Background: an optimization exercise with open tools, aiming at small area and a short achievable clock period. Do not read the settings as production practice.
Only simulation tests tie the RTL to the original design; equivalence was not proved.
Power figures rest on the tool's default switching activity, not on a simulated workload.

[constraint.sdc]
create_clock -name core_clock -period 5.0 [get_ports {clk}]
set_input_delay 1.0000 -clock core_clock [delete_from_list [all_inputs] [get_ports {clk}]]
set_output_delay 1.0000 -clock core_clock [all_outputs]
set_load 0.01 [all_outputs]
[config.mk]
export PLATFORM = sky130hd
export DESIGN_NAME = alu
export DESIGN_NICKNAME = alu
export VERILOG_FILES = /design/flow/design.v
export SDC_FILE = /design/flow/constraint.sdc
export NUM_CORES = 4
export LEC_CHECK = 0
export CAP_MARGIN = 20
export CORE_MARGIN = 2
export CORE_UTILIZATION = 40
export SLEW_MARGIN = 20
[run.sh]
#!/bin/bash
# synth_recipe.tcl (not shown) runs the flow's synth.tcl, then flattens the netlist and writes it again
# the make line also repeats each setting of config.mk as NAME=value (left out here)
make -C /OpenROAD-flow-scripts/flow DESIGN_CONFIG=/design/flow/config.mk WORK_HOME=/design/flow/orfs CLKGATE_MAP_FILE= SYNTH_SCRIPT=/design/flow/synth_recipe.tcl finish
[design.v]
`default_nettype none
`timescale 1ns/1ns
module alu
  #(parameter int data_width = 12,
    parameter int instruction_width = 12)
   ( 
    input wire clk,
    input wire                         rst,
    input wire [instruction_width-1:0] instruction,
    output logic [data_width-1:0]      out_data,
    output logic                       out_valid,
    output logic                       halt);
    localparam int num_registers = 4;
    localparam int op_msb = 11;  
    localparam int op_lsb = 8;
    localparam int rd_msb = 7;   
    localparam int rd_lsb = 6;
    localparam int rx_msb = 5;   
    localparam int rx_lsb = 4;
    localparam int ry_msb = 3;   
    localparam int ry_lsb = 2;
    localparam int imm_msb = 5;  
    localparam int imm_lsb = 0;
    localparam int imm_width = imm_msb-imm_lsb + 1;          
    localparam int reg_sel_width = rx_msb-rx_lsb + 1;    
    localparam int op_width = op_msb-op_lsb + 1;          
    reg [data_width-1:0] registers [num_registers-1:0];  
    reg [data_width:0] result_reg;    
    reg [reg_sel_width-1:0] rd_reg;   
    reg [op_width-1:0] op_reg;        
    reg valid_reg;                    
    reg halt_reg;                     
    wire [op_width-1:0] op_code = instruction[op_msb:op_lsb]; 
    wire [reg_sel_width-1:0] rd = instruction[rd_msb:rd_lsb];
    wire [reg_sel_width-1:0] rx = instruction[rx_msb:rx_lsb];
    wire [reg_sel_width-1:0] ry = instruction[ry_msb:ry_lsb];
    wire [imm_width-1:0] imm = instruction[imm_msb:imm_lsb];
    wire [data_width-1:0] t_operand1;  
    wire [data_width-1:0] t_operand2;
    wire [data_width-1:0] t_dest;
    wire [data_width-1:0] operand1;   
    wire [data_width-1:0] operand2;
    wire [data_width-1:0] dest;
    wire [num_registers*data_width-1:0] registers_flat = {registers[3], registers[2], registers[1], registers[0]};
    register_mux op1 (.registers(registers_flat), .sel(rx), .out(t_operand1));
    register_mux op2 (.registers(registers_flat), .sel(ry), .out(t_operand2));
    register_mux d (.registers(registers_flat), .sel(rd), .out(t_dest));
    fwd_c fwd_op1 (.from_reg(t_operand1), .from_result(result_reg[data_width-1:0]), .input_reg(rx), .old_output_reg(rd_reg), .old_opcode(op_reg), .out(operand1));
    fwd_c fwd_op2 (.from_reg(t_operand2), .from_result(result_reg[data_width-1:0]), .input_reg(ry), .old_output_reg(rd_reg), .old_opcode(op_reg), .out(operand2));
    fwd_c fwd_dest (.from_reg(t_dest), .from_result(result_reg[data_width-1:0]), .input_reg(rd), .old_output_reg(rd_reg), .old_opcode(op_reg), .out(dest));
    always @(posedge clk, posedge rst)
    begin
      if (rst) 
      begin
        registers [0] <= {data_width{1'b0}};
        registers [1] <= {data_width{1'b0}};
        registers [2] <= {data_width{1'b0}};
        registers [3] <= {data_width{1'b0}};
        result_reg <= {(data_width+1){1'b0}};
        valid_reg <= 0;
        halt_reg <= 0;  
        rd_reg <= {reg_sel_width{1'b0}};
        op_reg <= {op_width{1'b0}};
        out_data <= {data_width{1'b0}};
        out_valid <= 1'b0;
        halt <= 1'b0;
      end else
      begin
        rd_reg <= rd;
        op_reg <= op_code;
        case (op_code)
          4'h0      : result_reg[data_width-1:0] <= operand1 | operand2;  
          4'h1     : result_reg[data_width-1:0] <= operand1 ^ operand2; 
          4'h2     : result_reg[data_width-1:0] <= operand1 & operand2; 
          4'h3     : result_reg[data_width-1:0] <= ~operand1;
          4'h4  : result_reg[data_width-1:0] <= operand1 << 1;
          4'h5  : result_reg[data_width-1:0] <= operand1 >> 1;
          4'h6 : result_reg[data_width-1:0] <= $signed(operand1) >>> 1;
          4'h7     : result_reg <= {1'b0, operand1} + {1'b0, operand2};
          4'h8    : result_reg <= {1'b0, operand1} + {1'b0, operand2} + result_reg[data_width];
          4'h9     : result_reg[data_width-1:0] <= operand1 - operand2; 
          4'hA  : result_reg[data_width-1:0] <= {dest[data_width-1:data_width-imm_width], imm};
          4'hB  : result_reg[data_width-1:0] <= {imm, dest[imm_width-1:0]};
          4'hC     : result_reg[data_width-1:0] <= operand1; 
          4'hD    : result_reg[data_width-1:0] <= operand1; 
        endcase
        case (op_code)
          4'hC:    begin valid_reg <= 1'b1; halt_reg <= 1'b0; end
          4'hD:   begin valid_reg <= 1'b1; halt_reg <= 1'b1; end
          default:  begin valid_reg <= 1'b0; halt_reg <= 1'b0; end
        endcase
        case (op_reg)
          4'hC : out_data <= result_reg[data_width-1:0];
          4'hD: out_data <= result_reg[data_width-1:0];
          default: begin
            case (rd_reg)
              2'b00: registers[0] <= result_reg[data_width-1:0];
              2'b01: registers[1] <= result_reg[data_width-1:0];
              2'b10: registers[2] <= result_reg[data_width-1:0];
              2'b11: registers[3] <= result_reg[data_width-1:0]; 
            endcase   
          end
        endcase
        case (op_reg)
          4'hC:    begin out_valid <= valid_reg; halt <= halt_reg; end
          4'hD:   begin out_valid <= valid_reg; halt <= halt_reg; end 
          default:  begin out_valid <= valid_reg; halt <= halt_reg; end
        endcase
      end
    end
endmodule
module register_mux #(
  parameter data_width = 12,
  parameter num_registers = 4,
  parameter reg_sel_width = 2
) (
  input wire [num_registers*data_width-1:0] registers,
  input wire [reg_sel_width-1:0] sel,
  output wire [data_width-1:0] out);
  assign out = sel[1] ? (sel[0] ? registers[3*data_width +: data_width] : registers[2*data_width +: data_width])
                      : (sel[0] ? registers[1*data_width +: data_width] : registers[0*data_width +: data_width]);
endmodule
module fwd_c #(
  parameter data_width = 12,
  parameter op_width = 4,
  parameter reg_sel_width = 2
) (
  input wire [data_width-1:0] from_reg,
  input wire [data_width-1:0] from_result,
  input wire [reg_sel_width-1:0] input_reg,
  input wire [reg_sel_width-1:0] old_output_reg,
  input wire [op_width-1:0] old_opcode,
  output wire [data_width-1:0] out
);
  assign out = ((old_opcode != 4'hC) && (old_opcode != 4'hD) && (old_output_reg == input_reg)) ? from_result : from_reg;
endmodule
==> run summary, run 1 <==
* Clock Latency Late Sink at 0.35 ns
* Commonest cells in the netlist: 82 x dfrtp_1, 78 x nand2_1, 67 x mux2_2
* Pre-antenna DRT Iters at 8
* Mean number of vias per cell at 6.03
* Fin. Hold Viols at 0
* Vias at ~6000
* FMAX at 210 MHz
* Share of the synthesized area in the top cell type at 29.5%
* First-pass GRT wire length at about 35000 um
* R2R setup slack at 1.10 ns
* Post-CTS Hold Buffers at 0
* Routability cong. at between 0.9 and 1
* Final HPWL DP at 17200 um
* Final worst-path cycle share at a little over nine tenths
* Max cap viols at 0
* Largest net degree at the start of global routing at 48
* CTS Buf Count at 9
* Initial core utilization at roughly 41%
* Longest Clk Path Bufs at 2
* Post-synth EDFFs at 0
* Port Buffers at 27
* Register area share after synthesis at 29.5%
* Post-Route Utilization at 47.4%
* Setup CP Type: in2reg
* Main synth FF type: dfrtp_1
* Biggest area consumer among synthesized cells: dfrtp_1
* Rel. slew slack at between 40 and 50%
* Cell variety after synth at 73
* Antenna-violating nets left at 0
* Initial antenna violation count at 0
* Data arrival time of the critical path at about 5 ns
* CTS sink cnt at 82
* Crit path launch type: input port
* WL/cell at 22.2 um
* Min cycle time layout at 4.77 ns
* CP required at 5.26 ns
* Total Wirelength at ~22000 um
* Number of global-route vias before repair at 5998
* Die outline area at 18400 um^2
* Least-Margin Pin Slew at roughly 0.84 ns
* Number of H-tree levels at 3
* Fillcell total at 1608
* Die X at 136 um
* Clock root cell: clkbuf_16
* DR DRC count at 0
* Fin. max-slew vios at 0
* RSZ-0062 raised after global routing: no
* Core area at 17100 um^2
* FF+latch count, synth at 82
* Max FFs per register at 48
* Synthesized instance count at 696
* Synth area leaders: dfrtp_1 30%, mux2_2 11%, mux4_2 10%
* Syn. warnings at 2
* Syn Nets at 749
* Mapped Area at 6950 um^2
* Crit-path max FO at 4
* Lkg Pwr at 3.50 nW
* Setup Skew at around 0.012 ns
* Class of the worst hold path: reg2reg
* Setup Fix Bufs, Post-CTS at 0
* Peak VDD IR at roughly 290 uV
* Placed insts at 975
* Setup crit end kind: flip-flop
* Antenna Diode Count at 0
* Row cnt at 48
* Final setup violation count at 0
* Nets at 814
* Fin cells at 991
* Status: finished clean
* Remaining Overflow, GRT at 0
* GRT Overall Usage at 24.9%
* Iteration-0 DRC Markers at 546
* Hold WS at 0.355 ns
* Die height at 136 um
* Io pins at 28
* Layout cells sized above 1 at 27.8%
* Top-count cell post-synth: dfrtp_1
* Ys async rst share at 100%
* Synth-to-layout area growth at 16.8%
* CTS tree: built
* Pwr Density at 747 nW/um^2
* Clk slew on worst S/H paths at 0.07 ns
* Post-Syn Area per Cell at approximately 10 um^2
cells in the final DEF, fill, tap and decap left out, drive strengths merged, types with 3 or more instances in the layout:
cell	synthesis	layout
and2	7	7
nand2	78	78
a22oi	8	8
o21bai	3	3
mux2	69	69
o21ai	37	37
a21o	10	10
a2111oi	7	7
mux4	36	36
clkdlybuf4s50	0	27
nor4b	3	3
nand3b	5	5
nor3	11	11
mux2i	5	5
a211oi	11	11
nor2	29	29
o211ai	3	3
o221ai	5	5
clkinv	0	4
clkbuf	24	9
dfrtp	82	82
and3	5	5
a31oi	4	4
inv	45	46
nor3b	3	3
buf	25	76
nor2b	6	6
ha	37	37
o2111ai	3	3
xor2	9	9
nand3	17	17
a221oi	15	15
a21oi	26	26
o22ai	6	6
a222oi	4	4
a32oi	3	3
nand4	4	4
xnor2	20	20
area by class of cell:
| cell class | instances | area [um^2] | share of cell area (%) |
|---|---|---|---|
| multi-input cells | 520 | 4490 | 55.4 |
| flip-flops and latches | 82 | 2050 | 25.3 |
| repair buffers | 103 | 841 | 10.4 |
| well taps | 225 | 282 | 3.47 |
| clock buffers | 9 | 225 | 2.78 |
| inverters | 45 | 170 | 2.10 |
| clock inverters | 7 | 51.3 | 0.632 |
critical path, cell delays in order:
cell and delay [ns]:
clkdlybuf4s50_1 0.59, mux4_2 0.54, mux2_2 0.31, ha_1 0.25
fa_1 0.54, a211oi_2 0.25, o22ai_1 0.15, nor4b_4 0.34
nand4_1 0.26, nor3_1 0.34, nand3_1 0.13, xor2_1 0.16
o22ai_1 0.17
where the power goes:
part	leakage, nW	switching (mW)	internal, mW
sequential	1.00	0.340	0.946
clock	0.132	0.282	0.339
combinational	2.36	2.15	2.00
total	3.50	2.77	3.29
logic make-up (layout without fill, tap and decap cells):
family / count (synthesis) / count (layout) / share of synthesized area, %
flops: 82 / 82 / 29.5
fa+ha+maj: 39 / 39 / 7.24
mux: 110 / 110 / 24.1
xor+xnor: 29 / 29 / 3.66
compound gates: 161 / 161 / 16.3
simple gates: 181 / 181 / 13.3
buf+inv: 94 / 164 / 5.87
worst paths after layout:
path,from,end,cells past startpoint
worst max-delay path,instruction[3],result_reg[11],13
worst min-delay path,valid_reg,out_valid,0
worst max register to register,op_reg[1],result_reg[11],13
worst min register to register,valid_reg,out_valid,0
max in group asynchronous,rst,registers[2][3],3
min in group asynchronous,rst,op_reg[1],2
metal layers:
layer	vias up	part of all wire (%)	track usage, %	routed length, um
li1	2725	-	-	-
met1	2974	45	34.4	9820
met2	245	48	40.9	10500
met3	33	5.8	2.96	1290
met4	0	1.9	7.93	422
met5	-	0	0	0
metrics by stage:
| step | instance area [um^2] | TNS (ns) | power [mW] | setup WS [ns] |
|---|---|---|---|---|
| 2_1_floorplan | 6950 | 0 | 3.83 | 0.176 |
| 3_3_place_gp | 7830 | -0.249 | 5.25 | -0.0877 |
| 3_5_place_dp | 7830 | -0.515 | 5.33 | -0.130 |
| 4_1_cts | 8110 | 0 | 6.00 | 0.216 |
| 5_1_grt | 8120 | 0 | 6.47 | 0.00855 |
| 6_report | 8120 | 0 | 6.06 | 0.233 |
timing repair:
action | CTS | global route
hold endpoints to repair | 0 | 0
setup endpoints to repair | 0 | 4
gates resized for setup | 0 | 2
==> run 2: changes to the inputs <==
==> design.v (replaced) <==
`default_nettype none
`timescale 1ns/1ns
module alu
  #(parameter int data_width = 12,
    parameter int instruction_width = 12)
   (input wire clk,
    input wire                         rst,
    input wire [instruction_width-1:0] instruction,
    output logic [data_width-1:0]      out_data,
    output logic                       out_valid,
    output logic                       halt);
    reg [3:0] op_q;
    reg [7:0] arg_q;
    always @(posedge clk, posedge rst)
      if (rst) op_q <= 4'h0;
      else     op_q <= instruction[11:8];
    always @(posedge clk)
      arg_q <= instruction[7:0];
    wire [1:0] rd  = arg_q[7:6];
    wire [1:0] rx  = arg_q[5:4];
    wire [1:0] ry  = arg_q[3:2];
    wire [5:0] imm = arg_q[5:0];
    reg [11:0] r0, r1, r2, r3;
    reg        c;
    wire [11:0] a = rx[1] ? (rx[0] ? r3 : r2) : (rx[0] ? r1 : r0);
    wire [11:0] b = ry[1] ? (ry[0] ? r3 : r2) : (ry[0] ? r1 : r0);
    wire        sub = (op_q == 4'h9);
    wire        cin = sub | ((op_q == 4'h8) & c);
    wire [12:0] sum = {1'b0, a} + {1'b0, b ^ {12{sub}}} + {12'b0, cin};
    reg [11:0] res;
    always @* begin
      case (op_q)
        4'h0: res = a | b;
        4'h1: res = a ^ b;
        4'h2: res = a & b;
        4'h3: res = ~a;
        4'h4: res = {a[10:0], 1'b0};
        4'h5: res = {1'b0, a[11:1]};
        4'h6: res = {a[11], a[11:1]};
        4'hA: res = {imm, imm};
        4'hB: res = {imm, imm};
        default: res = sum[11:0];
      endcase
    end
    wire wr     = (op_q <= 4'hB);
    wire wr_lo  = wr & (op_q != 4'hB);
    wire wr_hi  = wr & (op_q != 4'hA);
    wire is_add = (op_q == 4'h7) | (op_q == 4'h8);
    always @(posedge clk, posedge rst) begin
      if (rst) begin
        r0 <= 12'h0; r1 <= 12'h0; r2 <= 12'h0; r3 <= 12'h0;
        c  <= 1'b0;
      end else begin
        if (wr_lo && rd == 2'd0) r0[5:0]  <= res[5:0];
        if (wr_hi && rd == 2'd0) r0[11:6] <= res[11:6];
        if (wr_lo && rd == 2'd1) r1[5:0]  <= res[5:0];
        if (wr_hi && rd == 2'd1) r1[11:6] <= res[11:6];
        if (wr_lo && rd == 2'd2) r2[5:0]  <= res[5:0];
        if (wr_hi && rd == 2'd2) r2[11:6] <= res[11:6];
        if (wr_lo && rd == 2'd3) r3[5:0]  <= res[5:0];
        if (wr_hi && rd == 2'd3) r3[11:6] <= res[11:6];
        if (is_add) c <= sum[12];
      end
    end
    always @(posedge clk, posedge rst) begin
      if (rst) begin
        out_data  <= 12'h0;
        out_valid <= 1'b0;
        halt      <= 1'b0;
      end else begin
        out_data  <= a;
        out_valid <= (op_q == 4'hC) | (op_q == 4'hD);
        halt      <= (op_q == 4'hD);
      end
    end
endmodule
==> run 2 against run 1 <==
  * Combinational power decreased by 59%
  * Critical path depth unchanged
  * Area after synthesis decreased by 29%
  * Clock skew decreased by 0.0083 ns
  * Synthesized cell count decreased by 32%
  * Register-to-register slack got worse by 0.02 ns
  * Sequential share of layout area increased by 7.4 points
  * Cell area decreased by 31%
  * Core utilization decreased by 0.75 points
  * Count of clock-buffer cells in the layout increased by 5
  * Sequential power decreased by 22%
  * Die area decreased by 28%
  * Critical endpoint is now r3[10]
==> run summary, run 2 <==
* Data arrival time of the critical path at 4.15 ns (was 5.03 ns)
* Rel. slew slack at 20.8% (was 44.0%)
* Post-Syn Area per Cell at 10.4 um^2 (was 9.98 um^2)
* Main synth FF type: dfrtp_1 (unchanged)
* Final HPWL DP at 9340 um (was 17200 um)
* Lkg Pwr at 2.40 nW (was 3.50 nW)
* Iteration-0 DRC Markers at 299 (was 546)
* Setup crit end kind: flip-flop (unchanged)
* Max cap viols at 0 (unchanged)
* Mean number of vias per cell at 5.67 (was 6.03)
* Total Wirelength at 12600 um (was 22000 um)
* Hold path cells at 2 (was 0)
* R2R cell count at 13 (unchanged)
* Reg power frac at 30.6% (was 21.2%)
* First-pass GRT wire length at 20800 um (was 34500 um)
* Port Buffers at 27 (unchanged)
* Fin. max-slew vios at 0 (unchanged)
* Clock root cell: clkbuf_16 (unchanged)
* Antenna Diode Count at 0 (unchanged)
* Longest Clk Path Bufs at 2 (unchanged)
* Combinational share of power at 52.1% (was 68.5%)
* RR Startpoint: op_q[0] (was op_reg[1])
* Biggest area consumer among synthesized cells: dfrtp_1 (unchanged)
* Synth area leaders: dfrtp_1 34%, ha_1 8.9%, mux4_2 6.8% (was dfrtp_1 30%, mux2_2 11%, mux4_2 10%)
* Die X at 115 um (was 136 um)
* Switching Power at 1.32 mW (was 2.77 mW)
* CTS sink cnt at 75 (was 82)
* Largest net degree at the start of global routing at 37 (was 48)
* Row cnt at 40 (was 48)
* Clock Latency Late Sink at 0.34 ns (was 0.35 ns)
* Status: finished clean (unchanged)
* Cell variety after synth at 63 (was 73)
* Internal power at 1.97 mW (was 3.29 mW)
* Crit-path max FO at 27 (was 4)
* Vias at 3803 (was 5977)
* FF+latch count, synth at 75 (was 82)
* Top-count cell post-synth: dfrtp_1 (unchanged)
* Ys async rst share at 89.3% (was 100%)
* Peak VDD IR at 192 uV (was 289 uV)
* CTS resizes at 0 (unchanged)
* R2R setup slack at 1.08 ns (was 1.10 ns)
* Hold WS at 0.502 ns (was 0.355 ns)
* Most frequent cells in the layout: 67 x dfrtp_1, 51 x nand2_1, 35 x ha_1, 33 x o21ai_0, 31 x inv_1 (was 82 x dfrtp_1, 78 x nand2_1, 76 x buf_4, 67 x mux2_2, 41 x inv_1)
* Worst path depth at 13 (unchanged)
* Final worst-path cycle share at 78.4% (was 95.3%)
* Post-CTS Hold Buffers at 0 (unchanged)
* WL/cell at 18.8 um (was 22.2 um)
* Antenna-violating nets left at 0 (unchanged)
* Design area at 5630 um^2 (was 8120 um^2)
* Synth-to-layout area growth at 13.8% (was 16.8%)
* Io pins at 28 (unchanged)
* Clock power share at 17.3% (was 10.2%)
* Pwr Density at 584 nW/um^2 (was 747 nW/um^2)
* Mapped Area at 4950 um^2 (was 6950 um^2)
* Synthesized instance count at 474 (was 696)
* CP delay by family, top: compound AO/OA/AOI/OAI gates (was simple AND/OR/NAND/NOR gates)
* Nets at 549 (was 814)
* FMAX at 255 MHz (was 210 MHz)
* CP required at 5.23 ns (was 5.26 ns)
* Clk slew on worst S/H paths at 0.05 ns (was 0.07 ns)
* Min cycle time layout at 3.92 ns (was 4.77 ns)
* Layout cells sized above 1 at 13.3% (was 27.8%)
* CP max-delay cell: a221oi_1 (was clkdlybuf4s50_1)
* Placed cell areas at 5370 um^2 (was 7830 um^2)
* R2R Path End: r3[10] (was result_reg[11])
* DR DRC count at 0 (unchanged)
* Remaining Overflow, GRT at 0 (unchanged)
* Pre-antenna DRT Iters at 5 (was 8)
* CTS Buf Count at 9 (unchanged)
* Die outline area at 13300 um^2 (was 18400 um^2)
* Initial core utilization at 41.0% (was 40.6%)
* CTS tree: built (unchanged)
* Syn. warnings at 1 (was 2)
* Routability cong. at 0.968 (was 0.982)
* RSZ-0062 raised after global routing: no (unchanged)
* Register area share after synthesis at 37.1% (was 29.5%)
* Post-Route Utilization at 46.7% (was 47.4%)
* Hold_sp: r2[2] (was valid_reg)
* Least-Margin Pin Slew at 1.19 ns (was 0.839 ns)
* GRT Overall Usage at 20.6% (was 24.9%)
* Fin. Hold Viols at 0 (unchanged)
* Class of the worst hold path: reg2reg (unchanged)
* Crit path launch type: flip-flop (was input port)
* Number of global-route vias before repair at 3852 (was 5998)
* Critical path, cell by cell: buf_4, nand2_1, nor2_1, buf_4, xnor2_1, fa_1, fa_1, a21o_1, a221oi_1, o31a_1, xnor2_1, a21oi_1, mux2_2 (was clkdlybuf4s50_1, mux4_2, mux2_2, ha_1, fa_1, a211oi_2, o22ai_1, nor4b_4, nand4_1, nor3_1, nand3_1, xor2_1, o22ai_1)
* Max stage delay on crit path at 0.59 ns (about the same)
* Fillcell total at 1104 (was 1608)
* Setup Skew at 0.00395 ns (was 0.0123 ns)
* Post-Route Setup TNS at 0 ns (unchanged)
* Number of H-tree levels at 3 (unchanged)
* Critical path buffers and inverters at 2 (was 1)
* Setup CP Type: reg2reg (was in2reg)
* Commonest non-fill, non-tap cell in the layout: dfrtp_1 (unchanged)
* Post-synth EDFFs at 0 (unchanged)
* Setup Fix Bufs, Post-CTS at 0 (unchanged)
* Final setup violation count at 0 (unchanged)
* Share of the synthesized area in the top cell type at 33.9% (was 29.5%)
* Core area at 12100 um^2 (was 17100 um^2)
* Syn Nets at 525 (was 749)
* Die height at 115 um (was 136 um)
* Commonest cells in the netlist: 67 x dfrtp_1, 51 x nand2_1, 35 x ha_1 (was 82 x dfrtp_1, 78 x nand2_1, 67 x mux2_2)
* Sw Ratio at 40.1% (was 45.8%)
* Hold Path Sink: r2[2] (was out_valid)
* Initial antenna violation count at 0 (unchanged)
-- run 2: changes by cell type after synthesis, moves of 8 or more --
cell,change
mux2_2,-43
nand2_1,-27
mux4_2,-16
dfrtp_1,-15
clkbuf_1,-12
buf_2,-10
inv_1,-10
a221oi_1,-9
nand3_1,-9
dfxtp_1,+8
-- run 2: cell families after synthesis --
logic type / Yosys count / share of synthesized area, %
flops: 75 / 37.1
xor+xnor: 19 / 3.36
compound gates: 123 / 16.9
fa+ha+maj: 37 / 9.66
buf+inv: 57 / 5.14
simple gates: 113 / 10.3
mux: 50 / 17.5
-- run 2: layer usage --
| metal | vias up | share of wire, % | GRT usage [%] |
|---|---|---|---|
| met3 | 20 | 6.3 | 4.27 |
| met4 | 0 | 2.1 | 8.19 |
| li1 | 1788 | - | - |
| met1 | 1867 | 45 | 28.0 |
| met2 | 128 | 46 | 32.4 |
| met5 | - | 0 | 0 |
-- run 2: final cells by class --
class	instances	area [um^2]	share of cell area (%)
Clock buffer	14	244	4.34
Clock inverter	2	12.5	0.222
Inverter	33	124	2.20
Multi-Input combinational cell	342	2860	50.7
Sequential cell	75	1840	32.6
Tap cell	168	210	3.73
Timing Repair Buffer	37	345	6.14
-- run 2: power groups by stage --
stage | Sequential (mW) | Clock (mW) | Combinational [mW]
after detailed placement | 1.01 | 0 | 1.70
after CTS | 1.00 | 0.587 | 1.71
after global placement | 0.994 | 0 | 1.66
after global routing | 1.04 | 0.611 | 1.93
after floorplan | 0.977 | 0 | 1.25
final | 1.01 | 0.570 | 1.71
-- run 2: metrics by stage --
stage / worst slack, ns / instances / total power, mW
after floorplan: 0.953 / 474 / 2.23
after global placement: 1.19 / 655 / 2.65
after detailed placement: 1.12 / 655 / 2.71
after CTS: 1.10 / 671 / 3.30
after global routing: 0.764 / 671 / 3.58
final: 1.08 / 671 / 3.29
-- run 2: how the worst max path moves through the flow --
stage | start | endpoint | slack (ns)
CTS | arg_q[3] | r3[10] | 1.10
floorplan | arg_q[2] | r3[10] | 0.95
detailed placement | arg_q[4] | r1[10] | 1.12
finish | op_q[0] | r3[10] | 1.08
global route | op_q[1] | r2[10] | 0.76
global placement | op_q[1] | r0[10] | 1.19
-- run 2: worst min-delay path: stages, from the launching register on --
cell     delay [ns]
dfrtp_1        0.35
nand2_1        0.05
o21ai_0        0.06
==> run 3: changes to the inputs <==
==> design.v (replaced) <==
`default_nettype none
`timescale 1ns/1ns
module alu
  #(parameter int data_width = 12,
    parameter int instruction_width = 12)
   (input wire clk,
    input wire                         rst,
    input wire [instruction_width-1:0] instruction,
    output logic [data_width-1:0]      out_data,
    output logic                       out_valid,
    output logic                       halt);
    wire [3:0] op_in = instruction[11:8];
    reg [3:0] op_q;
    reg       sub_q, arith_q;
    reg [3:0] xs_q, ys_q;     
    reg [1:0] rd_q, lo_q;
    always @(posedge clk, posedge rst)
      if (rst) begin
        op_q    <= 4'h0;
        sub_q   <= 1'b0;
        arith_q <= 1'b0;
      end else begin
        op_q    <= op_in;
        sub_q   <= (op_in == 4'h9);
        arith_q <= (op_in == 4'h7) | (op_in == 4'h8) | (op_in == 4'h9);
      end
    always @(posedge clk) begin
      xs_q <= 4'b1 << instruction[5:4];
      ys_q <= 4'b1 << instruction[3:2];
      rd_q <= instruction[7:6];
      lo_q <= instruction[1:0];
    end
    wire [1:0] rd  = rd_q;
    wire [5:0] imm = {|xs_q[3:2], xs_q[3] | xs_q[1], |ys_q[3:2], ys_q[3] | ys_q[1], lo_q};
    reg [11:0] r0, r1, r2, r3;
    reg        c;
    wire [11:0] a = ({12{xs_q[0]}} & r0) | ({12{xs_q[1]}} & r1) |
                    ({12{xs_q[2]}} & r2) | ({12{xs_q[3]}} & r3);
    wire [11:0] b = ({12{ys_q[0]}} & r0) | ({12{ys_q[1]}} & r1) |
                    ({12{ys_q[2]}} & r2) | ({12{ys_q[3]}} & r3);
    wire        addc  = (op_q == 4'h8);
    wire        cin   = sub_q | (addc & c);
    wire [11:0] bx    = b ^ {12{sub_q}};
    wire [11:0] p, g, cy;
    wire        cout;
    xor12   u_p (.x(a), .y(bx), .z(p));
    assign g = a & bx;
    carry12 u_c (.p(p), .g(g), .cin(cin), .cy(cy), .cout(cout));
    wire [11:0] sum = p ^ cy;
    reg [11:0] other;
    always @* begin
      case (op_q)
        4'h0: other = p | g;
        4'h1: other = p;
        4'h2: other = g;
        4'h3: other = ~a;
        4'h4: other = {a[10:0], 1'b0};
        4'h5: other = {1'b0, a[11:1]};
        4'h6: other = {a[11], a[11:1]};
        default: other = {imm, imm};
      endcase
    end
    wire [11:0] res = arith_q ? sum : other;
    wire wr     = (op_q <= 4'hB);
    wire wr_lo  = wr & (op_q != 4'hB);
    wire wr_hi  = wr & (op_q != 4'hA);
    wire is_add = (op_q == 4'h7) | addc;
    always @(posedge clk, posedge rst) begin
      if (rst) begin
        r0 <= 12'h0; r1 <= 12'h0; r2 <= 12'h0; r3 <= 12'h0;
        c  <= 1'b0;
      end else begin
        if (wr_lo && rd == 2'd0) r0[5:0]  <= res[5:0];
        if (wr_hi && rd == 2'd0) r0[11:6] <= res[11:6];
        if (wr_lo && rd == 2'd1) r1[5:0]  <= res[5:0];
        if (wr_hi && rd == 2'd1) r1[11:6] <= res[11:6];
        if (wr_lo && rd == 2'd2) r2[5:0]  <= res[5:0];
        if (wr_hi && rd == 2'd2) r2[11:6] <= res[11:6];
        if (wr_lo && rd == 2'd3) r3[5:0]  <= res[5:0];
        if (wr_hi && rd == 2'd3) r3[11:6] <= res[11:6];
        if (is_add) c <= cout;
      end
    end
    always @(posedge clk, posedge rst) begin
      if (rst) begin
        out_data  <= 12'h0;
        out_valid <= 1'b0;
        halt      <= 1'b0;
      end else begin
        out_data  <= a;
        out_valid <= (op_q == 4'hC) | (op_q == 4'hD);
        halt      <= (op_q == 4'hD);
      end
    end
endmodule
module xor12 (input wire [11:0] x, input wire [11:0] y, output wire [11:0] z);
  assign z = x ^ y;
endmodule
module carry12 (input wire [11:0] p, input wire [11:0] g, input wire cin,
                output wire [11:0] cy, output wire cout);
  reg [12:0] gg, pp;
  always @* begin
    gg = {g, cin};
    pp = {p, 1'b0};
    for (int l = 0; l < 4; l++)
      for (int i = 12; i >= 0; i--)
        if (i[l]) begin
          gg[i] = gg[i] | (pp[i] & gg[((i >> l) << l) - 1]);
          pp[i] = pp[i] & pp[((i >> l) << l) - 1];
        end
  end
  assign cy   = gg[11:0];
  assign cout = gg[12];
endmodule
--- a/config.mk
+++ b/config.mk
@@ -8,4 +8,5 @@
 export CAP_MARGIN = 20
 export CORE_MARGIN = 2
-export CORE_UTILIZATION = 40
+export CORE_UTILIZATION = 70
+export SETUP_SLACK_MARGIN = 2
 export SLEW_MARGIN = 20
==> run 3 against run 2 <==
  * Maximum frequency up 26%
  * Cell area increased by 3.8%
  * Global-route usage rose by 18 points
  * Area after synthesis is 1.8% lower
  * Critical endpoint is now r3[7]
  * Combinational power fell by 23%
  * Sequential share of layout area up 1.6 points
  * Hold slack better by 0.017 ns
  * Largest power group unchanged
  * First-iteration DRC count up 86%
  * Via count rose by 17%
  * Clock skew up 0.012 ns
  * Die area shrank 43%
  * Still clean on timing, DRC and antenna
==> run summary, run 3 <==
* Status: finished clean (unchanged)
* Lkg Pwr at 2.53 nW (was 2.40 nW)
* Post-CTS Hold Buffers at 0 (unchanged)
* Placed cell areas at 5130 um^2 (was 5370 um^2)
* Data arrival time of the critical path at 3.43 ns (was 4.15 ns)
* Class of the worst hold path: reg2reg (unchanged)
* Synth-to-layout area growth at 20.4% (was 13.8%)
* Syn. warnings at 2 (was 1)
* Pwr Density at 490 nW/um^2 (was 584 nW/um^2)
* Nets at 576 (was 549)
* Crit path launch type: flip-flop (unchanged)
* Peak VDD IR at 321 uV (was 192 uV)
* FF+latch count, synth at 81 (was 75)
* Fin. max-slew vios at 0 (unchanged)
* Vias at 4449 (was 3803)
* GRT Overall Usage at 38.1% (was 20.6%)
* Final worst-path cycle share at 62.4% (was 78.4%)
* Setup CP Type: reg2reg (unchanged)
* CP required at 5.31 ns (was 5.23 ns)
* Design area at 5840 um^2 (was 5630 um^2)
* Setup crit end kind: flip-flop (unchanged)
* Synth area leaders: dfrtp_1 36%, a22oi_1 7.9%, mux2_2 6.3% (was dfrtp_1 34%, ha_1 8.9%, mux4_2 6.8%)
* First-pass GRT wire length at 21800 um (was 20800 um)
* Most frequent cells in the layout: 66 x dfrtp_1, 48 x a22oi_1, 46 x nand2_1, 27 x clkdlybuf4s50_1, 26 x inv_1 (was 67 x dfrtp_1, 51 x nand2_1, 35 x ha_1, 33 x o21ai_0, 31 x inv_1)
* FMAX at 321 MHz (was 255 MHz)
* Layout cells sized above 1 at 25.0% (was 13.3%)
* Top-count cell post-synth: dfrtp_1 (unchanged)
* Core area at 6760 um^2 (was 12100 um^2)
* Rel. slew slack at 38.6% (was 20.8%)
* Clock root cell: clkbuf_8 (was clkbuf_16)
* CTS Buf Count at 9 (unchanged)
* CP max-delay cell: fa_1 (was a221oi_1)
* Least-Margin Pin Slew at 0.919 ns (was 1.19 ns)
* Die height at 87.3 um (was 115 um)
* Post-Route Setup TNS at 0 ns (unchanged)
* Commonest non-fill, non-tap cell in the layout: dfrtp_1 (unchanged)
* Setup Skew at 0.0159 ns (was 0.00395 ns)
* Largest net degree at the start of global routing at 43 (was 37)
* Iteration-0 DRC Markers at 556 (was 299)
* Commonest cells in the netlist: 69 x dfrtp_1, 51 x a22oi_1, 49 x nand2_1 (was 67 x dfrtp_1, 51 x nand2_1, 35 x ha_1)
* Cell variety after synth at 66 (was 63)
* Remaining Overflow, GRT at 0 (unchanged)
* Critical path, cell by cell: a22o_1, a221oi_4, inv_2, fa_2, a21o_1, a41oi_2, o21ai_2, a21oi_2, fa_1, a32oi_2, mux2_4 (was buf_4, nand2_1, nor2_1, buf_4, xnor2_1, fa_1, fa_1, a21o_1, a221oi_1, o31a_1, xnor2_1, a21oi_1, mux2_2)
* Mean number of vias per cell at 7.19 (was 5.67)
* Die outline area at 7620 um^2 (was 13300 um^2)
* Total Wirelength at 14700 um (was 12600 um)
* Io pins at 28 (unchanged)
* WL/cell at 23.7 um (was 18.8 um)
* Ys async rst share at 85.2% (was 89.3%)
* Antenna-violating nets left at 0 (unchanged)
* Pre-antenna DRT Iters at 9 (was 5)
* Share of the synthesized area in the top cell type at 35.6% (was 33.9%)
* Mapped Area at 4850 um^2 (was 4950 um^2)
* Max stage delay on crit path at 0.44 ns (was 0.59 ns)
* Biggest area consumer among synthesized cells: dfrtp_1 (unchanged)
* Fin. Hold Viols at 0 (unchanged)
* Initial antenna violation count at 0 (unchanged)
* Initial core utilization at 71.9% (was 41.0%)
* Routability cong. at 1.00 (was 0.968)
* DR DRC count at 0 (unchanged)
* Clk slew on worst S/H paths at 0.10 ns (was 0.05 ns)
* Final HPWL DP at 9050 um (was 9340 um)
* Clock Latency Late Sink at 0.37 ns (was 0.34 ns)
* Die X at 87.3 um (was 115 um)
* CTS tree: built (unchanged)
* CP delay by family, top: compound AO/OA/AOI/OAI gates (unchanged)
* Antenna Diode Count at 0 (unchanged)
* Number of H-tree levels at 3 (unchanged)
* Synthesized instance count at 493 (was 474)
* Final setup violation count at 0 (unchanged)
* Main synth FF type: dfrtp_1 (unchanged)
* Register area share after synthesis at 40.5% (was 37.1%)
* Critical path buffers and inverters at 1 (was 2)
* Syn Nets at 535 (was 525)
* Longest Clk Path Bufs at 2 (unchanged)
* Number of global-route vias before repair at 4124 (was 3852)
* Row cnt at 30 (was 40)
* Crit-path max FO at 8 (was 27)
* Min cycle time layout at 3.12 ns (was 3.92 ns)
* RSZ-0062 raised after global routing: yes (was no)
* Post-synth EDFFs at 0 (unchanged)
* Port Buffers at 27 (unchanged)
* CTS sink cnt at 81 (was 75)
* Post-Syn Area per Cell at 9.85 um^2 (was 10.4 um^2)
* Max cap viols at 0 (unchanged)
-- run 3: changes by cell type in the layout (fill, tap and decap cells not counted), moves of 11 or more --
cell / previous run / this run
a22oi_1: 7 / 48
o21ai_0: 33 / 13
ha_1: 35 / 17
mux4_2: 15 / 0
buf_4: 10 / 24
xnor2_1: 14 / 3
-- run 3: worst reg2reg max path, stage by stage (launching register included) --
cell	delay [ns]
dfxtp_4	0.40
a22o_1	0.27
a221oi_4	0.24
inv_2	0.09
fa_2	0.40
a21o_1	0.22
a41oi_2	0.22
o21ai_2	0.10
a21oi_2	0.17
fa_1	0.44
a32oi_2	0.30
mux2_4	0.22
-- run 3: layer usage --
layer	GRT usage [%]	vias up	wire length, um
met2	61.0	372	6700
li1	-	1885	-
met3	7.96	97	1700
met1	52.3	2095	5510
met4	12.2	0	788
met5	0	-	0
-- run 3: path summary, 6_finish.rpt --
| kind | start | endpoint | slack (ns) | cells past startpoint |
|---|---|---|---|---|
| max in group asynchronous | rst | r2[4] | 2.93 | 3 |
| hold / removal | r1[10] | r1[10] | 0.52 | 2 |
| min in group asynchronous | rst | halt | 1.15 | 2 |
| setup / recovery | xs_q[0] | r3[7] | 1.88 | 11 |
| hold reg to reg | r1[10] | r1[10] | 0.52 | 2 |
| setup reg to reg | xs_q[0] | r3[7] | 1.88 | 11 |
-- run 3: stage by stage --
| step | cells | worst slack, ns | utilization (%) | hold slack [ns] | power (mW) |
|---|---|---|---|---|---|
| after floorplan | 493 | 2.03 | - | 0.472 | 1.70 |
| after global placement | 579 | 1.62 | 76.0 | 0.493 | 1.96 |
| after detailed placement | 579 | 1.46 | 76.0 | 0.497 | 2.01 |
| after CTS | 611 | 1.99 | 82.8 | 0.517 | 2.64 |
| after global routing | 619 | 1.81 | 86.5 | 0.551 | 2.99 |
| final | 619 | 1.88 | 86.5 | 0.519 | 2.86 |
-- run 3: area by class of cell --
cell class	instances	area, um^2
Multi-Input combinational cell	360	2950
Timing Repair Buffer	52	462
Clock buffer	9	124
Tap cell	80	100
Clock inverter	7	93.8
Fill cell	342	912
Sequential cell	81	2000
Inverter	30	113
-- run 3: power breakdown --
group	switching (mW)	internal [mW]
Combinational	0.707	0.606
Clock	0.290	0.246
Sequential	0.177	0.836
-- run 3: cell families (layout without fill, tap and decap cells) --
kind of cell             after synthesis  in the layout  synth area share (%)
multiplexers                          34             34                  7.73
adder cells (fa/ha/maj)               28             28                  7.84
XOR/XNOR                              17             17                  3.07
AO/OA/AOI/OAI                        150            150                  22.9
buffers and inverters                 52             98                  4.48
flip-flops                            81             81                  40.5
AND/OR/NAND/NOR                      131            131                  13.4
-- run 3: repair_timing --
| action | CTS | global route |
|---|---|---|
| buffers inserted | 16 | 8 |
| resized for setup | 35 | 38 |
| pin swaps | 8 | 11 |
| endpoints found under the setup margin | 33 | 28 |
==> run 4: changes to the inputs <==
--- a/design.v
+++ b/design.v
@@ -44,5 +44,5 @@
     wire [11:0] p, g, cy;
     wire        cout;
-    xor12   u_p (.x(a), .y(bx), .z(p));
+    assign p = a ^ bx;
     assign g = a & bx;
     carry12 u_c (.p(p), .g(g), .cin(cin), .cy(cy), .cout(cout));
--- a/config.mk
+++ b/config.mk
@@ -11,2 +11,4 @@
 export SETUP_SLACK_MARGIN = 2
 export SLEW_MARGIN = 20
+export SYNTH_HIERARCHICAL = 1
+export SYNTH_MINIMUM_KEEP_SIZE = 0
==> run 4 against run 3 <==
  * Count of clock-buffer cells in the layout grew 1
  * Register-to-register slack is essentially flat
  * Via count grew 5.4%
  * Maximum frequency grew 0.32%
  * Worst setup slack gained 0.010 ns
  * Die area shrank 3.7%
  * Cell area shrank 3.3%
  * Flip-flop and latch count is the same
  * Largest cell class unchanged
==> run summary, run 4 <==
* Status: finished clean (unchanged)
* Fin. max-slew vios at 0 (unchanged)
* Core area at 6390 um^2 (was 6760 um^2)
* Vias at 4690 (was 4449)
* Setup crit end kind: flip-flop (unchanged)
* Die outline area at 7330 um^2 (was 7620 um^2)
* Largest net degree at the start of global routing at 44 (was 43)
* Hold Path Sink: c (was r1[10])
* Cell variety after synth at 55 (was 66)
* Biggest area consumer among synthesized cells: dfrtp_1 (unchanged)
* Clk slew on worst S/H paths at 0.09 ns (was 0.10 ns)
* Routability cong. at 0.927 (was 1.00)
* Ys async rst share at 85.2% (unchanged)
* Register area share after synthesis at 42.2% (was 40.5%)
* Hold WS at 0.531 ns (was 0.519 ns)
* Post-Syn Area per Cell at 9.27 um^2 (was 9.85 um^2)
* Post-Route Utilization at 88.5% (was 86.5%)
* Port Buffers at 27 (unchanged)
* Total Power at 2.63 mW (was 2.86 mW)
* Min cycle time layout at 3.11 ns (was 3.12 ns)
* Crit-path max FO at 5 (was 8)
* CTS tree: built (unchanged)
* Clock Latency Late Sink at 0.37 ns (about the same)
* CP required at 5.25 ns (was 5.31 ns)
* Antenna-violating nets left at 0 (unchanged)
* Max cap viols at 0 (unchanged)
* Synthesized instance count at 503 (was 493)
* R2R Path End: r1[11] (was r3[7])
* Hold_sp: c (was r1[10])
* Setup Skew at 0.0161 ns (was 0.0159 ns)
* Combinational share of power at 41.1% (was 45.9%)
* Syn. warnings at 8 (was 2)
* Class of the worst hold path: reg2reg (unchanged)
* RSZ-0062 raised after global routing: yes (unchanged)
* Synth-to-layout area growth at 21.1% (was 20.4%)
* Crit path launch: r2[6] (was xs_q[0])
* FMAX at 322 MHz (was 321 MHz)
* Reg power frac at 37.0% (was 35.4%)
* Commonest non-fill, non-tap cell in the layout: nand2_1 (was dfrtp_1)
* Peak VDD IR at 395 uV (was 321 uV)
* R2R setup slack at 1.89 ns (was 1.88 ns)
* WL/cell at 25.1 um (was 23.7 um)
* Register area at 2000 um^2 (unchanged)
* Io pins at 28 (unchanged)
* Share of the synthesized area in the top cell type at 37.0% (was 35.6%)
* Pwr Density at 466 nW/um^2 (was 490 nW/um^2)
* Initial antenna violation count at 0 (unchanged)
* Die height at 85.6 um (was 87.3 um)
* Setup CP Type: reg2reg (unchanged)
* Hold path cells at 1 (was 2)
* Clock root cell: clkbuf_8 (unchanged)
* Crit path launch type: flip-flop (unchanged)
* Final setup violation count at 0 (unchanged)
* Syn Nets at 541 (was 535)
* Sw Ratio at 39.1% (was 41.0%)
* Iteration-0 DRC Markers at 696 (was 556)
* Internal power at 1.60 mW (was 1.69 mW)
* Clock power share at 21.9% (was 18.7%)
* Multi-input logic area at 2720 um^2 (was 2950 um^2)
* Final worst-path cycle share at 62.2% (was 62.4%)
* Pre-antenna DRT Iters at 8 (was 9)
* Fin. Hold Viols at 0 (unchanged)
* Final HPWL DP at 8950 um (was 9050 um)
* Number of global-route vias before repair at 4164 (was 4124)
* Nets at 585 (was 576)
* Rel. slew slack at 45.5% (was 38.6%)
* CTS Buf Count at 9 (unchanged)
* CTS sink cnt at 81 (unchanged)
* Switching Power at 1.03 mW (was 1.17 mW)
* Mean number of vias per cell at 7.46 (was 7.19)
* Main synth FF type: dfrtp_1 (unchanged)
* Die X at 85.6 um (was 87.3 um)
* Data arrival time of the critical path at 3.36 ns (was 3.43 ns)
* Top-count cell post-synth: nand2_1 (was dfrtp_1)
* Least-Margin Pin Slew at 0.816 ns (was 0.919 ns)
* Number of H-tree levels at 3 (unchanged)
* RR Startpoint: r2[6] (was xs_q[0])
* DR DRC count at 0 (unchanged)
* Longest Clk Path Bufs at 2 (unchanged)
* Layout cells sized above 1 at 20.3% (was 25.0%)
* Lkg Pwr at 2.57 nW (was 2.53 nW)
* Most frequent cells in the layout: 80 x nand2_1, 66 x dfrtp_1, 47 x o21ai_1, 35 x a22oi_1, 28 x buf_4 (was 66 x dfrtp_1, 48 x a22oi_1, 46 x nand2_1, 27 x clkdlybuf4s50_1, 26 x inv_1)
* Antenna Diode Count at 0 (unchanged)
* Total Wirelength at 15800 um (was 14700 um)
* Fillcell total at 277 (was 342)
* FF+latch count, synth at 81 (unchanged)
* R2R cell count at 13 (was 11)
* Remaining Overflow, GRT at 0 (unchanged)
* First-pass GRT wire length at 21500 um (was 21800 um)
* Commonest cells in the netlist: 87 x nand2_1, 69 x dfrtp_1, 50 x o21ai_1 (was 69 x dfrtp_1, 51 x a22oi_1, 49 x nand2_1)
* Synth area leaders: dfrtp_1 37%, a22oi_1 7.1%, nand2_1 7.0% (was dfrtp_1 36%, a22oi_1 7.9%, mux2_2 6.3%)
* Row cnt at 29 (was 30)
* Post-synth EDFFs at 0 (unchanged)
* GRT Overall Usage at 38.2% (was 38.1%)
* Initial core utilization at 73.0% (was 71.9%)
* Mapped Area at 4660 um^2 (was 4850 um^2)
* Post-Route Setup TNS at 0 ns (unchanged)
[run 4: final cells by class]
class	instances	share of cell area, %
Multi-Input combinational cell	373	48.1
Sequential cell	81	35.5
Inverter	26	1.73
Tap cell	77	1.71
Timing Repair Buffer	56	8.86
Clock buffer	10	2.44
Clock inverter	6	1.71
[run 4: power by group through the flow]
| stage | combinational [mW] | clock [mW] | sequential [mW] |
|---|---|---|---|
| after floorplan | 0.595 | 0 | 0.906 |
| after global placement | 0.771 | 0 | 0.943 |
| after detailed placement | 0.801 | 0 | 0.951 |
| after CTS | 0.899 | 0.570 | 0.940 |
| after global routing | 1.15 | 0.594 | 0.977 |
| final | 1.08 | 0.577 | 0.973 |
[run 4: cells by family after synthesis]
logic type	synth area share, %
DFF	42.2
and+or+nand+nor	14.5
xor gates and xnor gates	4.51
muxes	2.39
adders and majority gates	6.44
AOI/OAI and AO/OA	25.5
buffers and inverters	4.53
[run 4: worst max-delay path, stage by stage, from the launching register on]
cell,delay (ns)
dfrtp_1,0.45
a22oi_1,0.28
nand2_1,0.10
xor2_1,0.21
inv_1,0.07
ha_1,0.36
a21oi_1,0.16
o21ai_0,0.09
a41o_1,0.26
a21bo_1,0.21
a21o_1,0.17
xnor2_1,0.16
a32oi_2,0.13
mux2_4,0.33
[run 4: worst max-delay path by stage]
stage / endpoint / cells after the start
global route: r0[11] / 13
detailed placement: r0[11] / 12
CTS: r0[11] / 13
finish: r1[11] / 13
global placement: r0[11] / 13
floorplan: r0[11] / 13
[run 4: through the flow]
step / std cells / area [um^2] / worst slack [ns]
2_1_floorplan: 503 / 4670 / 2.01
3_3_place_gp: 585 / 4920 / 1.72
3_5_place_dp: 585 / 4920 / 1.61
4_1_cts: 614 / 5410 / 1.98
5_1_grt: 629 / 5650 / 1.88
6_report: 629 / 5650 / 1.89
[run 4: what timing repair did]
| item | 4_1_cts | 5_1_grt |
|---|---|---|
| hold buffers | 0 | 0 |
| resized for setup | 32 | 33 |
| setup endpoints to repair | 24 | 20 |
| setup buffers | 13 | 15 |
| pin swaps | 12 | 24 |
| endpoints found under the hold margin | 0 | 0 |
[run 4: per-module statistics from Yosys, one instance, submodules excluded]
module / times used / cell area (um^2)
carry12: 1 / 179
alu: 1 / 4490
[run 4: metal layers]
metal  vias to the layer above  track usage, %  part of all wire [%]
met2                       507            60.7                    45
met4                         0            15.3                   7.7
li1                       1895               -                     -
met3                       153            10.0                    13
met5                         -               0                     0
met1                      2135            50.3                    34
==> run 5: changes to the inputs <==
--- a/design.v
+++ b/design.v
@@ -40,12 +40,19 @@
                     ({12{ys_q[2]}} & r2) | ({12{ys_q[3]}} & r3);
     wire        addc  = (op_q == 4'h8);
-    wire        cin   = sub_q | (addc & c);
+    wire        cinn  = ~(sub_q | (addc & c));
     wire [11:0] bx    = b ^ {12{sub_q}};
-    wire [11:0] p, g, cy;
-    wire        cout;
-    assign p = a ^ bx;
-    assign g = a & bx;
-    carry12 u_c (.p(p), .g(g), .cin(cin), .cy(cy), .cout(cout));
-    wire [11:0] sum = p ^ cy;
+    wire [11:0] gn, pn;
+    wire [12:0] cyr;
+    localparam logic [12:0] CY_INV = 13'b1111100001101;
+    for (genvar i = 0; i < 12; i++) begin : g_pg
+      cl_nand2 u_g (.a(a[i]), .b(bx[i]), .y(gn[i]));
+      cl_xnor2 u_p (.a(a[i]), .b(bx[i]), .y(pn[i]));
+    end
+    carry12 u_c (.gn(gn), .pn(pn), .cinn(cinn), .cyr(cyr));
+    wire [12:0] cy   = cyr ^ CY_INV;    
+    wire [11:0] p    = ~pn;
+    wire [11:0] g    = ~gn;
+    wire [11:0] sum  = p ^ cy[11:0];
+    wire        cout = cy[12];
     reg [11:0] other;
     always @* begin
@@ -94,21 +101,116 @@
     end
 endmodule
-module xor12 (input wire [11:0] x, input wire [11:0] y, output wire [11:0] z);
-  assign z = x ^ y;
+module cl_inv   (input wire a, output wire y);                 assign y = ~a;              endmodule
+module cl_nand2 (input wire a, input wire b, output wire y);   assign y = ~(a & b);        endmodule
+module cl_nor2  (input wire a, input wire b, output wire y);   assign y = ~(a | b);        endmodule
+module cl_xnor2 (input wire a, input wire b, output wire y);   assign y = ~(a ^ b);        endmodule
+module cl_aoi21 (input wire a, input wire b, input wire c, output wire y); assign y = ~((a & b) | c); endmodule
+module cl_oai21 (input wire a, input wire b, input wire c, output wire y); assign y = ~((a | b) & c); endmodule
+module carry12 (input wire [11:0] gn, input wire [11:0] pn, input wire cinn,
+                output wire [12:0] cyr);
+  wire g1;
+  wire g2;
+  wire p3;
+  wire g4;
+  wire p5;
+  wire g6;
+  wire p7;
+  wire g8;
+  wire p9;
+  wire g10;
+  wire p11;
+  wire i12;
+  wire i13;
+  wire g14;
+  wire g15;
+  wire i16;
+  wire i17;
+  wire g18;
+  wire p19;
+  wire g20;
+  wire p21;
+  wire i22;
+  wire i23;
+  wire g24;
+  wire p25;
+  wire g26;
+  wire p27;
+  wire g28;
+  wire i29;
+  wire i30;
+  wire g31;
+  wire g32;
+  wire g33;
+  wire g34;
+  wire p35;
+  wire i36;
+  wire i37;
+  wire g38;
+  wire g39;
+  wire i40;
+  wire i41;
+  wire g42;
+  wire i43;
+  wire i44;
+  wire g45;
+  wire g46;
+  cl_oai21 u_g1 (.a(pn[0]), .b(cinn), .c(gn[0]), .y(g1));
+  cl_oai21 u_g2 (.a(pn[2]), .b(gn[1]), .c(gn[2]), .y(g2));
+  cl_nor2 u_p3 (.a(pn[2]), .b(pn[1]), .y(p3));
+  cl_oai21 u_g4 (.a(pn[4]), .b(gn[3]), .c(gn[4]), .y(g4));
+  cl_nor2 u_p5 (.a(pn[4]), .b(pn[3]), .y(p5));
+  cl_oai21 u_g6 (.a(pn[6]), .b(gn[5]), .c(gn[6]), .y(g6));
+  cl_nor2 u_p7 (.a(pn[6]), .b(pn[5]), .y(p7));
+  cl_oai21 u_g8 (.a(pn[8]), .b(gn[7]), .c(gn[8]), .y(g8));
+  cl_nor2 u_p9 (.a(pn[8]), .b(pn[7]), .y(p9));
+  cl_oai21 u_g10 (.a(pn[10]), .b(gn[9]), .c(gn[10]), .y(g10));
+  cl_nor2 u_p11 (.a(pn[10]), .b(pn[9]), .y(p11));
+  cl_inv  u_i12 (.a(gn[1]), .y(i12));
+  cl_inv  u_i13 (.a(pn[1]), .y(i13));
+  cl_aoi21 u_g14 (.a(i13), .b(g1), .c(i12), .y(g14));
+  cl_aoi21 u_g15 (.a(p3), .b(g1), .c(g2), .y(g15));
+  cl_inv  u_i16 (.a(gn[5]), .y(i16));
+  cl_inv  u_i17 (.a(pn[5]), .y(i17));
+  cl_aoi21 u_g18 (.a(i17), .b(g4), .c(i16), .y(g18));
+  cl_nand2 u_p19 (.a(i17), .b(p5), .y(p19));
+  cl_aoi21 u_g20 (.a(p7), .b(g4), .c(g6), .y(g20));
+  cl_nand2 u_p21 (.a(p7), .b(p5), .y(p21));
+  cl_inv  u_i22 (.a(gn[9]), .y(i22));
+  cl_inv  u_i23 (.a(pn[9]), .y(i23));
+  cl_aoi21 u_g24 (.a(i23), .b(g8), .c(i22), .y(g24));
+  cl_nand2 u_p25 (.a(i23), .b(p9), .y(p25));
+  cl_aoi21 u_g26 (.a(p11), .b(g8), .c(g10), .y(g26));
+  cl_nand2 u_p27 (.a(p11), .b(p9), .y(p27));
+  cl_oai21 u_g28 (.a(pn[3]), .b(g15), .c(gn[3]), .y(g28));
+  cl_inv  u_i29 (.a(g4), .y(i29));
+  cl_inv  u_i30 (.a(p5), .y(i30));
+  cl_oai21 u_g31 (.a(i30), .b(g15), .c(i29), .y(g31));
+  cl_oai21 u_g32 (.a(p19), .b(g15), .c(g18), .y(g32));
+  cl_oai21 u_g33 (.a(p21), .b(g15), .c(g20), .y(g33));
+  cl_oai21 u_g34 (.a(pn[11]), .b(g26), .c(gn[11]), .y(g34));
+  cl_nor2 u_p35 (.a(pn[11]), .b(p27), .y(p35));
+  cl_inv  u_i36 (.a(gn[7]), .y(i36));
+  cl_inv  u_i37 (.a(pn[7]), .y(i37));
+  cl_aoi21 u_g38 (.a(i37), .b(g33), .c(i36), .y(g38));
+  cl_aoi21 u_g39 (.a(p9), .b(g33), .c(g8), .y(g39));
+  cl_inv  u_i40 (.a(g24), .y(i40));
+  cl_inv  u_i41 (.a(p25), .y(i41));
+  cl_aoi21 u_g42 (.a(i41), .b(g33), .c(i40), .y(g42));
+  cl_inv  u_i43 (.a(g26), .y(i43));
+  cl_inv  u_i44 (.a(p27), .y(i44));
+  cl_aoi21 u_g45 (.a(i44), .b(g33), .c(i43), .y(g45));
+  cl_aoi21 u_g46 (.a(p35), .b(g33), .c(g34), .y(g46));
+  assign cyr[0] = cinn;
+  assign cyr[1] = g1;
+  assign cyr[2] = g14;
+  assign cyr[3] = g15;
+  assign cyr[4] = g28;
+  assign cyr[5] = g31;
+  assign cyr[6] = g32;
+  assign cyr[7] = g33;
+  assign cyr[8] = g38;
+  assign cyr[9] = g39;
+  assign cyr[10] = g42;
+  assign cyr[11] = g45;
+  assign cyr[12] = g46;
 endmodule
-module carry12 (input wire [11:0] p, input wire [11:0] g, input wire cin,
-                output wire [11:0] cy, output wire cout);
-  reg [12:0] gg, pp;
-  always @* begin
-    gg = {g, cin};
-    pp = {p, 1'b0};
-    for (int l = 0; l < 4; l++)
-      for (int i = 12; i >= 0; i--)
-        if (i[l]) begin
-          gg[i] = gg[i] | (pp[i] & gg[((i >> l) << l) - 1]);
-          pp[i] = pp[i] & pp[((i >> l) << l) - 1];
-        end
-  end
-  assign cy   = gg[11:0];
-  assign cout = gg[12];
-endmodule
==> run 5 against run 4 <==
  * Clock skew down 0.0040 ns
  * Sequential share of layout area up 3.4 points
  * Critical endpoint is now r3[10]
  * Non-clock buffer count down 26
  * Still clean on timing, DRC and antenna
  * Final cell count down 11%
  * Critical path type unchanged
  * First-iteration DRC count down 38%
==> run summary, run 5 <==
* WL/cell at 21.2 um (was 25.1 um)
* CP required at 5.23 ns (was 5.25 ns)
* CP most frequent cell: a21oi_2
* CTS sink cnt at 81 (unchanged)
* Setup crit end kind: flip-flop (unchanged)
* Die outline area at 7150 um^2 (was 7330 um^2)
* Peak VDD IR at 393 uV (was 395 uV)
* Die X at 84.6 um (was 85.6 um)
* Fin. Hold Viols at 0 (unchanged)
* Pre-antenna DRT Iters at 5 (was 8)
* FF+latch count, synth at 81 (unchanged)
* Status: finished clean (unchanged)
* Hold WS at 0.521 ns (was 0.531 ns)
* Post-Route Setup TNS at 0 ns (unchanged)
* Class of the worst hold path: reg2reg (unchanged)
* Row cnt at 29 (unchanged)
* Max cap viols at 0 (unchanged)
* Nets at 490 (was 585)
* Initial antenna violation count at 0 (unchanged)
* CTS tree: built (unchanged)
* DR DRC count at 0 (unchanged)
* Share of the synthesized area in the top cell type at 38.0% (was 37.0%)
* GRT Overall Usage at 33.6% (was 38.2%)
* First-pass GRT wire length at 18700 um (was 21500 um)
* Syn Nets at 487 (was 541)
* Most frequent cells in the layout: 67 x dfrtp_1, 62 x nand2_1, 29 x a22oi_1, 27 x clkdlybuf4s50_1 (was 80 x nand2_1, 66 x dfrtp_1, 47 x o21ai_1, 35 x a22oi_1, 28 x buf_4)
* Commonest non-fill, non-tap cell in the layout: dfrtp_1 (was nand2_1)
* Data arrival time of the critical path at 3.14 ns (was 3.36 ns)
* Vias at 3792 (was 4690)
* Final setup violation count at 0 (unchanged)
* Initial core utilization at 72.0% (was 73.0%)
* Final HPWL DP at 7870 um (was 8950 um)
* Biggest area consumer among synthesized cells: dfrtp_1 (unchanged)
* Synth-to-layout area growth at 12.1% (was 21.1%)
* Antenna Diode Count at 0 (unchanged)
* Cell variety after synth at 47 (was 55)
* Iteration-0 DRC Markers at 430 (was 696)
* Crit path launch type: flip-flop (unchanged)
* Routability cong. at 0.933 (was 0.927)
* Clock Latency Late Sink at 0.35 ns (was 0.37 ns)
* Ys async rst share at 85.2% (unchanged)
* Register area share after synthesis at 43.3% (was 42.2%)
* Core area at 6310 um^2 (was 6390 um^2)
* Crit-path max FO at 12 (was 5)
* Commonest cells in the netlist: 69 x dfrtp_1, 62 x nand2_1, 31 x xnor2_1 (was 87 x nand2_1, 69 x dfrtp_1, 50 x o21ai_1)
* Fillcell total at 402 (was 277)
* Fin. max-slew vios at 0 (unchanged)
* Clock root cell: clkbuf_8 (unchanged)
* Setup Skew at 0.0120 ns (was 0.0161 ns)
* Rel. slew slack at 26.8% (was 45.5%)
* Final worst-path cycle share at 58.1% (was 62.2%)
* CP max-delay cell: dfxtp_1 (was dfrtp_1)
* Longest Clk Path Bufs at 2 (unchanged)
* Lkg Pwr at 2.11 nW (was 2.57 nW)
* Max stage delay on crit path at 0.50 ns (was 0.45 ns)
* Io pins at 28 (unchanged)
* Antenna-violating nets left at 0 (unchanged)
* Post-synth EDFFs at 0 (unchanged)
* CTS Buf Count at 9 (unchanged)
* FMAX at 344 MHz (was 322 MHz)
* Post-Syn Area per Cell at 9.61 um^2 (was 9.27 um^2)
* Main synth FF type: dfrtp_1 (unchanged)
* Synthesized instance count at 473 (was 503)
* Port Buffers at 27 (unchanged)
* Total Wirelength at 11800 um (was 15800 um)
* Setup CP Type: reg2reg (unchanged)
* Number of global-route vias before repair at 3546 (was 4164)
* Synth area leaders: dfrtp_1 38%, xnor2_1 6.0%, mux2_2 5.9% (was dfrtp_1 37%, a22oi_1 7.1%, nand2_1 7.0%)
* Least-Margin Pin Slew at 1.09 ns (was 0.816 ns)
* RSZ-0062 raised after global routing: no (was yes)
* Syn. warnings at 7 (was 8)
* Mapped Area at 4540 um^2 (was 4660 um^2)
* Largest net degree at the start of global routing at 39 (was 44)
* Critical path, cell by cell: a22o_1, or2_2, xnor2_2, o21ai_1, a21oi_2, o21ai_4, a21oi_2, xnor2_1, and2_1, a31oi_2, mux2_2 (was a22oi_1, nand2_1, xor2_1, inv_1, ha_1, a21oi_1, o21ai_0, a41o_1, a21bo_1, a21o_1, xnor2_1, a32oi_2, mux2_4)
* Remaining Overflow, GRT at 0 (unchanged)
* Mean number of vias per cell at 6.81 (was 7.46)
* Layout cells sized above 1 at 19.8% (was 20.3%)
* Number of H-tree levels at 3 (unchanged)
* Top-count cell post-synth: dfrtp_1 (was nand2_1)
* Die height at 84.6 um (was 85.6 um)
* Clk slew on worst S/H paths at 0.08 ns (was 0.09 ns)
* Min cycle time layout at 2.90 ns (was 3.11 ns)
* Pwr Density at 509 nW/um^2 (was 466 nW/um^2)
run 5: changes by cell type after synthesis, sizes merged, moves of 9 or more:
| cell | previous run | this run |
|---|---|---|
| ha | 24 | 0 |
| nand2 | 88 | 65 |
| xnor2 | 12 | 31 |
| a22oi | 45 | 29 |
| o21ai | 54 | 38 |
| buf | 12 | 27 |
| mux2 | 9 | 24 |
| a22o | 5 | 17 |
| a21o | 12 | 2 |
| a221oi | 3 | 13 |
| o22ai | 4 | 13 |
run 5: kinds of logic after synthesis:
kind of cell,Yosys count,synth area share [%]
compound gates,152,24.4
xor+xnor,37,7.13
buf+inv,56,6.25
flops,81,43.3
mux,24,5.95
simple gates,123,13.0
run 5: timing repair:
action	CTS	global route
pin swaps	3	4
setup endpoints to repair	16	29
gates resized for setup	8	23
hold buffers	0	0
setup buffers	1	1
run 5: power by group:
group / internal, mW / switching, mW / leakage [nW] / total (mW)
logic: 0.478 / 0.589 / 1.05 / 1.07
clock network: 0.295 / 0.232 / 0.110 / 0.527
registers: 0.832 / 0.165 / 0.954 / 0.997
total: 1.61 / 0.985 / 2.11 / 2.59
run 5: path summary, 6_finish.rpt:
kind | start | end | slack [ns] | cells past startpoint
setup / recovery | xs_q[0] | r3[10] | 2.10 | 11
hold / removal | r2[7] | r2[7] | 0.52 | 2
setup reg to reg | xs_q[0] | r3[10] | 2.10 | 11
hold reg to reg | r2[7] | r2[7] | 0.52 | 2
max in group asynchronous | rst | r0[10] | 3.00 | 3
min in group asynchronous | rst | r3[3] | 1.07 | 2
run 5: final cells by class:
| type | count | area (um^2) | share of cell area (%) |
|---|---|---|---|
| inverter | 18 | 67.6 | 1.33 |
| clock inverter | 4 | 77.6 | 1.52 |
| multi-input combinational | 336 | 2440 | 47.9 |
| tap | 77 | 96.3 | 1.89 |
| sequential | 81 | 1980 | 38.8 |
| clock buffer | 11 | 141 | 2.78 |
| timing repair buffer | 30 | 293 | 5.75 |
run 5: critical path, delay by kind of cell, from the launching register on:
family,cells,cell delay (ns)
xor gates and xnor gates,2,0.40
DFF,1,0.50
AOI/OAI and AO/OA,6,1.06
muxes,1,0.29
and+or+nand+nor,2,0.53
run 5: per-stage QoR:
| step | area (um^2) | setup slack [ns] | power [mW] | std cells | util, % |
|---|---|---|---|---|---|
| floorplan | 4550 | 2.11 | 1.74 | 473 | - |
| global route | 5090 | 1.93 | 2.72 | 557 | 80.7 |
| detailed placement | 4710 | 1.84 | 1.94 | 540 | 74.5 |
| CTS | 4970 | 2.07 | 2.49 | 556 | 78.8 |
| finish | 5090 | 2.10 | 2.59 | 557 | 80.7 |
| global placement | 4710 | 1.92 | 1.90 | 540 | 74.5 |
run 5: per-module statistics from Yosys, one instance, submodules excluded:
module,cells inside,area (um^2),copies in the design
cl_aoi21,1,8.76,11
carry12,13,97.6,1
cl_oai21,1,5.00,11
cl_nand2,1,3.75,16
alu,390,4060,1
cl_nor2,1,3.75,6
cl_xnor2,1,8.76,12
cl_inv,1,3.75,14
run 5: layer usage:
metal | track usage, % | vias up | wire [um] | share of wire, %
met3 | 7.96 | 27 | 1140 | 9.6
li1 | - | 1704 | - | -
met5 | 0 | - | 0 | 0
met2 | 51.5 | 213 | 5630 | 48
met4 | 10.5 | 0 | 230 | 1.9
met1 | 47.7 | 1848 | 4800 | 41

==> static timing again, ports no longer ideal <==
The results above use ideal ports. As a check the final layouts listed here were re-extracted and re-timed, cells and wires unchanged. Step 1, drivers: a clkbuf_16 drives clk and a buf_2 each remaining input, both assumed. Step 2, shift: input delay + t, output delay - t, t = (earliest + latest rising clock arrival at the registers) / 2. This alone moves slack from input paths to output paths. Slacks: ideal / step 1 / step 2; pairs: ideal / step 1.
run | t, ns | slack for setup (ns) | hold WS [ns] | latest minus earliest clock arrival (ns) | cell pins on the clock port's net
run 1 | 0.381 | 0.233 / 0.239 / -0.142 | 0.355 / 0.355 / 0.355 | 0.012 / 0.012 | 1
run 2 | 0.379 | 1.079 / 1.079 / 1.079 | 0.502 / 0.502 / 0.502 | 0.004 / 0.004 | 1
run 3 | 0.392 | 1.880 / 1.880 / 1.880 | 0.519 / 0.519 / 0.519 | 0.016 / 0.016 | 1
run 4 | 0.392 | 1.890 / 1.890 / 1.890 | 0.531 / 0.531 / 0.531 | 0.016 / 0.016 | 1
run 5 | 0.373 | 2.096 / 2.096 / 2.096 | 0.521 / 0.521 / 0.521 | 0.012 / 0.012 | 1
With both steps, setup timing fails in run 1, where it was met with ideal ports. The setup slack of run 1, which loses most, moves by +0.006 ns with the drivers and by -0.375 ns with both steps.
